Context: an optimization exercise on an open-source flow, tuned for small area and a short achievable clock period. The choices shown serve that exercise and are no tape-out recipe. In this exercise RTL edits were held to simulation tests only and were not proved equivalent to the original. No activity file was given, so power comes from the tool's default toggle rates.

## run.sh

```bash
#!/bin/bash
# synth_recipe.tcl (not shown) runs the flow's synth.tcl, then flattens the netlist and writes it again
# the make line also repeats each setting of config.mk as NAME=value (left out here)
make -C /OpenROAD-flow-scripts/flow DESIGN_CONFIG=/design/flow/config.mk WORK_HOME=/design/flow/orfs CLKGATE_MAP_FILE= SYNTH_SCRIPT=/design/flow/synth_recipe.tcl finish
```

## config.mk

```make
export PLATFORM = sky130hd
export DESIGN_NAME = smips_core
export DESIGN_NICKNAME = smips_core
export VERILOG_FILES = /design/flow/design.v
export SDC_FILE = /design/flow/constraint.sdc
export NUM_CORES = 4
export LEC_CHECK = 0
export CAP_MARGIN = 20
export CORE_MARGIN = 2
export CORE_UTILIZATION = 40
export SLEW_MARGIN = 20
export SYNTH_HIERARCHICAL = 1
export SYNTH_MINIMUM_KEEP_SIZE = 0
```

## constraint.sdc

```tcl
create_clock -name core_clock -period 11.0 [get_ports {clk}]
set_input_delay 2.2000 -clock core_clock [delete_from_list [all_inputs] [get_ports {clk}]]
set_output_delay 2.2000 -clock core_clock [all_outputs]
set_load 0.01 [all_outputs]
```

## design.v

```verilog
module add_carry #(parameter N = 16) (
    input  [N-1:0] a,
    input  [N-1:0] b,
    output [N:0]   c
);
    wire [N:0] s = {1'b0, a} + {1'b0, b};
    assign c = s ^ {1'b0, a ^ b};
endmodule
module y_mux(input c, input z0, input z1, output y);
    assign y = c ? z1 : z0;
endmodule
module add_bk #(parameter N = 32) (
    input  [N-1:0] a,
    input  [N-1:0] b,
    input          ci,
    output [N-1:0] s
);
    localparam HALF = N / 2;
    reg [N:0] g, p;
    integer i, l;
    always @* begin
        g = {a & b, ci};
        p = {a ^ b, 1'b0};
        for (l = 1; l <= N; l = l * 2)
            for (i = 2*l-1; i <= N; i = i + 2*l) begin
                g[i] = g[i] | (p[i] & g[i-l]);
                p[i] = p[i] & p[i-l];
            end
        for (l = HALF; l >= 1; l = l / 2)
            for (i = 3*l-1; i <= N; i = i + 2*l) begin
                g[i] = g[i] | (p[i] & g[i-l]);
                p[i] = p[i] & p[i-l];
            end
    end
    assign s = a ^ b ^ g[N-1:0];
endmodule
module rf_aoi222(input s0, d0, s1, d1, s2, d2, output y);
    assign y = ~((s0 & d0) | (s1 & d1) | (s2 & d2));
endmodule
module rf_rdbit(input [31:0] sel, input [31:0] d, output q);
    wire [9:0] n;
    genvar g;
    generate
        for (g = 0; g < 10; g = g + 1) begin : t
            rf_aoi222 u(.s0(sel[3*g]), .d0(d[3*g]), .s1(sel[3*g+1]), .d1(d[3*g+1]),
                        .s2(sel[3*g+2]), .d2(d[3*g+2]), .y(n[g]));
        end
    endgenerate
    assign q = ~&n | (sel[30] & d[30]) | (sel[31] & d[31]);
endmodule
module smips_core(
    input clk,
    input reset,
    output [31:0] imem_addr,
    input  [31:0] imem_rdata,
    output [31:0] dmem_addr,
    output [31:0] dmem_wdata,
    output        dmem_we,
    input  [31:0] dmem_rdata
);
    wire [5:0]  op    = imem_rdata[31:26];
    wire [4:0]  rs    = imem_rdata[25:21];
    wire [4:0]  rt    = imem_rdata[20:16];
    wire [4:0]  rd    = imem_rdata[15:11];
    wire [5:0]  funct = imem_rdata[5:0];
    wire [15:0] imm   = imem_rdata[15:0];
    reg  [31:0] A, B;
    reg  [29:0] pc;      
    wire is_r   = op == 6'b000000;
    wire is_lw  = op == 6'b100011;
    wire is_sw  = op == 6'b101011;
    wire is_beq = op == 6'b000100;
    wire f_add  = funct == 6'b100000;
    wire f_sub  = funct == 6'b100010;
    wire f_or   = funct == 6'b100101;
    wire f_slt  = funct == 6'b101010;
    wire sel_addi = is_lw | is_sw;
    wire sel_sub  = is_beq | (is_r & f_sub);
    wire sel_or   = is_r & f_or;
    wire sel_and  = is_r & ~(f_add | f_sub | f_or | f_slt);
    wire sel_add  = (is_r & f_add) | ~(is_r | sel_addi | is_beq);
    wire [31:0] y_add, y_sub;
    add_bk #(32) u_add(.a(A), .b(B),  .ci(1'b0), .s(y_add));
    add_bk #(32) u_sub(.a(A), .b(~B), .ci(1'b1), .s(y_sub));
    wire [31:0] y_rr = ({32{sel_add}} & y_add)
                     | ({32{sel_sub}} & y_sub)
                     | ({32{sel_and}} & (A & B))
                     | ({32{sel_or}}  & (A | B));
    wire [16:0] c_lo;
    add_carry #(16) u_addi(.a(A[15:0]), .b(imm), .c(c_lo));
    wire [15:0] p_lo  = A[15:0] ^ imm;
    wire [15:0] a_hi  = A[31:16];
    wire [15:0] a_inc = a_hi + 16'd1;
    wire [15:0] a_dec = a_hi - 16'd1;
    wire [31:0] z0 = sel_addi ? {imm[15] ? a_dec : a_hi, p_lo}  : y_rr;
    wire [31:0] z1 = sel_addi ? {imm[15] ? a_hi : a_inc, ~p_lo} : y_rr;
    wire [31:0] cy = {{16{c_lo[16]}}, c_lo[15:0]};
    wire [31:0] y;
    assign y[0] = z0[0];
    genvar k;
    generate
        for (k = 1; k < 32; k = k + 1) begin : ym
            y_mux u(.c(cy[k]), .z0(z0[k]), .z1(z1[k]), .y(y[k]));
        end
    endgenerate
    assign imem_addr  = {pc, 2'b00};
    assign dmem_addr  = y;
    assign dmem_wdata = B;
    assign dmem_we    = is_sw;
    wire        taken  = is_beq & (y_sub == 32'd0);
    wire [29:0] pc_inc = pc + 30'd1;
    wire [29:0] pc_br  = pc_inc + {{14{imm[15]}}, imm};
    always @(posedge clk)
        if (reset)      pc <= 30'd0;
        else if (taken) pc <= pc_br;
        else            pc <= pc_inc;
    wire        we = is_r | is_lw;
    wire [4:0]  wa = is_r ? rd : rt;
    wire [31:0] wd = reset ? 32'd0 : (is_lw ? dmem_rdata : y);
    reg  [31:0] rf [0:31];
    genvar g, b;
    generate
        for (g = 0; g < 32; g = g + 1) begin : regs
            wire wen = reset | (we & (wa == g));
            always @(posedge clk)
                if (wen) rf[g] <= wd;
        end
    endgenerate
    wire [31:0] sel_a, sel_b, a_d, b_d;
    generate
        for (g = 0; g < 32; g = g + 1) begin : dec
            assign sel_a[g] = ~reset & (rs == g);
            assign sel_b[g] = ~reset & (rt == g);
        end
        for (b = 0; b < 32; b = b + 1) begin : rdp
            wire [31:0] col;
            for (g = 0; g < 32; g = g + 1) begin : c
                assign col[g] = rf[g][b];
            end
            rf_rdbit ua(.sel(sel_a), .d(col), .q(a_d[b]));
            rf_rdbit ub(.sel(sel_b), .d(col), .q(b_d[b]));
        end
    endgenerate
    always @(posedge clk) begin
        A <= a_d;
        B <= b_d;
    end
endmodule
```

==> summary.txt, run 1 <==
* Worst skew pair latency at between 0.7 and 0.8 ns
* Overall Power at 12.08 mW
* Area growth, synth to finish at 17.60%
* Starting Density at 40.34%
* Post-DRT Antenna Nets at 0
* Global-route wire length before repair at 272.0 mm
* Drt total wl at 194.8 mm
* Gr usage total at between 20% and 30%
* Flop pwr share at 50.5%
* Final period util at between 70% and 80%
* Min Hold Slack at 0.5835 ns
* Vias in the first global route at 38,620
* Power Internal at 8.555 mW
* Total gr overflow at 0
* Max H-tree Level at 3
* Minimum clock period at 8.258 ns
* DR iter-0 viols at 9,317
* Drt pass-1 iters at 14
* Setup slack after layout at 2.742 ns
* Synthesized area per cell at 14.17 um^2
* Critical path fanouts, max at 22
* Slew Limit Headroom at 13.38%
* Chip height at 362.8 um
* # IOs at 163
* Final Wtd Congestion at 0.9523
* Psw at 3.529 mW
* Slowest cell on the critical path: or3_1
* # nets final at 4,179
* Largest net degree at the start of global routing at 49
* CP arrival at about 6 ns
* Worst R2R Path Depth at 18
* Comb power frac at a little under a fifth
* Hold Path Cell Cnt at 2
* Flop-to-flop setup slack at 5.27 ns
* Startpoint types: primary input
* Port bufs at 160
* Post-detail-place hpwl at 120.7 mm
* Crit path cell chain: clkdlybuf4s50_1 -> or4_1 -> or3_1 -> nor2b_2 -> buf_4 -> a221o_1 -> a211oi_1 -> nor2_1 -> mux2_4 -> clkdlybuf4s50_1
* Number of synthesis warnings at 9
* Setup crit end kind: primary output
* Worst Hold Class: register to register
* Clock Pin Slew Worst Setup and Hold Paths at 0.08 ns
* Root Driver: clkbuf_16
* Hold Fails Final Rpt at 0
* CP required at roughly 9 ns
* CP peak stage delay at 0.86 ns
* Die width at roughly 360 um
* Top cell by count, worst path: clkdlybuf4s50_1
* Setup bufs post-CTS at 0
* Row Count at roughly 130
* Power per cell area at 199.5 nW/um^2
* Wire length per cell at 34.02 um
* Post-place setup slack at 2.861 ns
* FILL cells at 11,100
* Post-synthesis cell count at 3,634
* Initial antenna violation count at 9
* Final Util at 47.44%
* Endpoints failing setup at 0
* Number of max-cap violations at 0
* CTS resizes at 0
* Sequential Area at approximately 33,000 um^2
* Setup TNS at 0 ns
* TritonCTS Buffers at 111
* Slew @ Worst Pin at 1.299 ns
* Status: timing/DRC/antenna clean
* Kind of critical path: primary input to primary output
* Clock Tree Buf Depth at 3
* Die footprint at 131,600 um^2
* Switching share of total power at 29.20%
* DR vias/cell at 7.070
* Layout Skew at 0.05455 ns
* Lkg Pwr at 21.08 nW
* Via count at 40,480
* Multi-input logic area at 19,060 um^2
* Fin. max-slew vios at 0
* Hold-fix buffers, CTS at 0
* Core ar. at 127,700 um^2
* CTS tree: yes
* Fmax at approximately 120 MHz
* CTS sink cnt at 1,118
* VDD IR max at 154.5 uV
* Layout cell share with drive strength beyond 1 at 13.76%
* RSZ-0062 raised after global routing: no
* Syn Std Cell Area at between 50,000 and 60,000 um^2
* Clock network power share at 31.4%
* DRC errors left at 0
## stage by stage
stage / instance area (um^2) / cells
2_1_floorplan: 51510 / 3636
3_3_place_gp: 56840 / 5511
3_5_place_dp: 56900 / 5514
4_1_cts: 60530 / 5724
5_1_grt: 60570 / 5725
6_report: 60570 / 5726
## state kept, by name (all words and copies together), names as in the netlist
| register | flops |
|---|---|
| B | 32 |
| rf | 1024 |
| pc | 30 |
| A | 32 |
## critical path: cells and delay by family
kind	cells	cell delay, ns
AND/OR/NAND/NOR	4	1.34
buffers and inverters	3	1.34
multiplexers	1	0.31
AO/OA/AOI/OAI	2	0.83
## power groups by stage
stage	registers (mW)	clock network, mW	logic [mW]
3_3_place_gp	6.12	0	2.10
4_1_cts	6.08	3.83	2.13
5_1_grt	6.17	3.99	2.31
2_1_floorplan	6.04	0	1.20
6_report	6.10	3.80	2.18
3_5_place_dp	6.16	0	2.12
## placed cells by master, fill, tap and decap left out, types with 33 or more instances in the layout
master / n
edfxtp_1: 1024
a222oi_1: 643
nand2_1: 251
clkdlybuf4s50_1: 158
nand4_1: 157
a21oi_1: 135
buf_4: 134
inv_1: 126
ha_1: 114
nor2_1: 113
clkbuf_16: 112
dfxtp_1: 94
xnor2_1: 71
a22o_1: 68
or4_4: 65
o21ai_0: 63
nor2_4: 58
xor2_1: 57
a211oi_1: 35
fa_1: 33
## layer usage
metal,wire length [um],global-route usage [%]
met4,7976,11.68
met1,72190,37.33
met5,61,0
met3,29380,8.829
met2,85200,43.80
## final timing paths
kind / start / to
worst max-delay path: imem_rdata[29] / dmem_addr[14]
worst min register to register: rf[31][26] / A[26]
worst max register to register: A[0] / pc[29]
worst min-delay path: rf[31][26] / A[26]
## final cells by class
cell class                      count  share of cell area, %
Clock buffer                      137                  4.799
Antenna cell                        1               0.004132
Inverter                          128                 0.7933
Timing Repair Buffer              297                  4.425
Tap cell                         1662                  3.433
Multi-Input combinational cell   2310                  31.47
Sequential cell                  1118                  53.88
Clock inverter                     73                  1.198
==> run 2: changes to the inputs <==
--- a/config.mk
+++ b/config.mk
@@ -8,4 +8,8 @@
 export CAP_MARGIN = 20
+export CELL_PAD_IN_SITES_DETAIL_PLACEMENT = 1
 export CORE_MARGIN = 2
 export CORE_UTILIZATION = 40
+export CTS_BUF_LIST = sky130_fd_sc_hd__clkbuf_4 sky130_fd_sc_hd__clkbuf_8
+export PLACE_DENSITY = 0.5
+export SETUP_SLACK_MARGIN = 4.5
 export SLEW_MARGIN = 20
==> run 2 against run 1 <==
Against the previous run: sequential power is 0.7% higher; core utilization rose by 2.1 points; fmax increased by 21%; cell count up 4.3%; via count increased by 4.8%.
==> summary.txt, run 2 <==
* Hold EP: B[5] (was A[26])
* Port bufs at 160 (unchanged)
* DR vias/cell at 7.107 (was 7.070)
* Top cell by count, worst path: buf_6 (was clkdlybuf4s50_1)
* DRC errors left at 0 (unchanged)
* # IOs at 163 (unchanged)
* Synthesized area per cell at 14.17 um^2 (unchanged)
* Row Count at 131 (unchanged)
* Post-detail-place hpwl at 140.0 mm (was 120.7 mm)
* Most frequent cells in the layout: edfxtp_1, a222oi_1, nand2_1, buf_4, clkbuf_8 (was edfxtp_1, a222oi_1, nand2_1, clkdlybuf4s50_1, nand4_1)
* Final period util at 62.10% (was 75.07%)
* End of the worst register-to-register path: pc[29] (unchanged)
* Flop pwr share at 48.5% (was 50.5%)
* Endpoints failing setup at 0 (unchanged)
* Largest net degree at the start of global routing at 48 (was 49)
* Comb power frac at 22.1% (was 18.1%)
* Clock Tree Buf Depth at 3 (unchanged)
* Max H-tree Level at 4 (was 3)
* Hold Path Cell Cnt at 2 (unchanged)
* Worst R2R Path Depth at 18 (unchanged)
* Hold-fix buffers, CTS at 0 (unchanged)
* Wire length per cell at 40.13 um (was 34.02 um)
* Setup slack after layout at 4.169 ns (was 2.742 ns)
* Startpoint types: primary input (unchanged)
* Die footprint at 131,600 um^2 (unchanged)
* Flop-to-flop setup slack at 5.59 ns (was 5.27 ns)
* RSZ-0062 raised after global routing: yes (was no)
* Gr usage total at 35.49% (was 28.48%)
* VDD IR max at 142.4 uV (was 154.5 uV)
* Number of synthesis warnings at 9 (unchanged)
* Clock Pin Slew Worst Setup and Hold Paths at 0.06 ns (was 0.08 ns)
* Biggest regs: rf: 1024 flops, A: 32 flops, B: 32 flops (unchanged)
* Core ar. at 127,700 um^2 (unchanged)
* Drt pass-1 iters at 10 (was 14)
* Post-place setup slack at 3.022 ns (was 2.861 ns)
* Chip height at 362.8 um (unchanged)
* Slowest cell on the critical path: or4_4 (was or3_1)
* Power per cell area at 200.2 nW/um^2 (was 199.5 nW/um^2)
* Status: timing/DRC/antenna clean (unchanged)
* Root Driver: clkbuf_8 (was clkbuf_16)
* Final Wtd Congestion at 0.9846 (was 0.9523)
* Fin. max-slew vios at 0 (unchanged)
* Minimum clock period at 6.831 ns (was 8.258 ns)
* Biggest register: rf (unchanged)
* Slew @ Worst Pin at 1.007 ns (was 1.299 ns)
* # nets final at 4,357 (was 4,179)
* Hold path start: rf[31][5] (was rf[31][26])
* Worst skew pair latency at 0.93 ns (was 0.74 ns)
* Slew Limit Headroom at 32.90% (was 13.38%)
* Initial antenna violation count at 13 (was 9)
* Hold Fails Final Rpt at 0 (unchanged)
* Number of max-cap violations at 0 (unchanged)
* Layout Skew at 0.05895 ns (was 0.05455 ns)
* Fmax at 146.4 MHz (was 121.1 MHz)
* DR iter-0 viols at 8,477 (was 9,317)
* Post-DRT Antenna Nets at 0 (unchanged)
* Setup crit end kind: primary output (unchanged)
* Worst Hold Class: register to register (unchanged)
* Starting Density at 40.34% (unchanged)
* Largest register FFs at 1,024 (unchanged)
* CTS sink cnt at 1,118 (unchanged)
* Psw at 4.027 mW (was 3.529 mW)
* Drt total wl at 239.6 mm (was 194.8 mm)
* Kind of critical path: primary input to primary output (unchanged)
* Die width at 362.8 um (unchanged)
* R2R Path Start: B[11] (was A[0])
* Switching share of total power at 31.82% (was 29.20%)
* Crit path cell chain: buf_6 -> or4_4 -> or2_4 -> a21oi_4 -> nor2_4 -> buf_16 -> a222oi_1 -> o21ai_1 -> mux2_4 -> buf_6 (was clkdlybuf4s50_1 -> or4_1 -> or3_1 -> nor2b_2 -> buf_4 -> a221o_1 -> a211oi_1 -> nor2_1 -> mux2_4 -> clkdlybuf4s50_1)
* Layout cell share with drive strength beyond 1 at 24.36% (was 13.76%)
* CP arrival at 4.63 ns (was 6.06 ns)
* Total gr overflow at 0 (unchanged)
* CP required at 8.80 ns (about the same)
* FILL cells at 12,630 (was 11,100)
* TritonCTS Buffers at 185 (was 111)
* Power Internal at 8.629 mW (was 8.555 mW)
* Final cell count without fillers at 5,970 (was 5,726)
* Via count at 42,430 (was 40,480)
* Syn Std Cell Area at 51,510 um^2 (unchanged)
* Most common cell after layout, fill and taps aside: edfxtp_1 (unchanged)
* Clock network power share at 29.4% (was 31.4%)
* CTS tree: yes (unchanged)
* Critical path fanouts, max at 7 (was 22)
* Post-synthesis cell count at 3,634 (unchanged)
* Setup TNS at 0 ns (unchanged)
* Dpl cells at 5,525 (was 5,514)
* Lkg Pwr at 22.27 nW (was 21.08 nW)
* Vias in the first global route at 42,360 (was 38,620)
* Global-route wire length before repair at 326.5 mm (was 272.0 mm)
* Area growth, synth to finish at 22.76% (was 17.60%)
* CP peak stage delay at 0.55 ns (was 0.86 ns)
-- run 2: critical path, delay by kind of cell --
kind                   cells  cell delay [ns]
AOI/OAI and AO/OA          3             0.80
buffers and inverters      3             0.39
muxes                      1             0.33
and+or+nand+nor            3             0.91
-- run 2: worst max path at each step --
stage	startpoint	endpoint	slack, ns	depth (start not counted)
after floorplan	imem_rdata[26]	rf[12][0]	4.27	9
after global placement	imem_rdata[12]	dmem_addr[20]	3.05	8
after detailed placement	imem_rdata[29]	dmem_addr[10]	3.02	10
after CTS	imem_rdata[26]	dmem_addr[18]	4.28	12
after global routing	B[11]	dmem_addr[25]	4.16	14
final	imem_rdata[26]	dmem_addr[22]	4.17	10
-- run 2: routing by layer --
metal | part of all wire, % | vias up | track usage (%)
li1 | - | 17060 | -
met1 | 36 | 21640 | 44.12
met2 | 44 | 3118 | 54.45
met3 | 12 | 607 | 9.094
met4 | 7.4 | 2 | 24.02
met5 | 0.0075 | - | 0
-- run 2: repair_timing --
action                                  CTS  global route
endpoints found under the setup margin   32            32
resized for setup                       519            71
buffers inserted                         56            27
endpoints found under the hold margin     0             0
gates cloned                             11             0
pin swaps                                86            45
-- run 2: power groups by stage --
stage / Combinational [mW] / Clock [mW] / Sequential, mW
global route: 2.89 / 3.94 / 6.21
CTS: 2.59 / 3.78 / 6.12
detailed placement: 2.35 / 0 / 6.19
global placement: 2.32 / 0 / 6.15
finish: 2.79 / 3.72 / 6.14
floorplan: 1.20 / 0 / 6.04
-- run 2: stage by stage --
step	util (%)	hold WS, ns	total power [mW]	cell area, um^2
after floorplan	-	0.5634	7.234	51520
after global placement	44.65	0.5805	8.467	57010
after detailed placement	44.67	0.5876	8.536	57030
after CTS	49.10	0.5877	12.49	62690
after global routing	49.51	0.6156	13.04	63220
final	49.52	0.6013	12.66	63230
-- run 2: area by class of cell --
cell class / instances / area (um^2) / share of cell area [%]
tap: 1662 / 2079 / 3.289
timing repair buffer: 400 / 3841 / 6.075
antenna: 5 / 12.51 / 0.01979
clock buffer: 255 / 3122 / 4.937
sequential: 1118 / 32760 / 51.82
multi-input combinational: 2311 / 20290 / 32.09
inverter: 128 / 498.0 / 0.7876
clock inverter: 91 / 625.6 / 0.9894

afterwards: timing with drivers on the ports:
How much do the figures lean on ideal ports? The routed layouts below were timed once more, with nothing changed but the port constraints.
Step 1 assumes that a clkbuf_16 drives the clock port and a buf_2 every other input.
Step 2, shift: input delay + t, output delay - t, t = (earliest + latest rising clock arrival at the registers) / 2. This alone moves slack from input paths to output paths.
Slacks: ideal ports / drivers / drivers and shift; pairs: ideal ports / drivers.
run | shift t [ns] | slack for setup (ns) | worst setup path at the end
run 1 | 0.790 | 2.742 / 2.714 / 2.714 | input to output
run 2 | 0.977 | 4.169 / 4.135 / 4.135 | input to output
After both steps setup and hold are still met in every run listed. The setup slack of run 2, which loses most, moves by -0.034 ns with the drivers and by -0.034 ns with both steps.
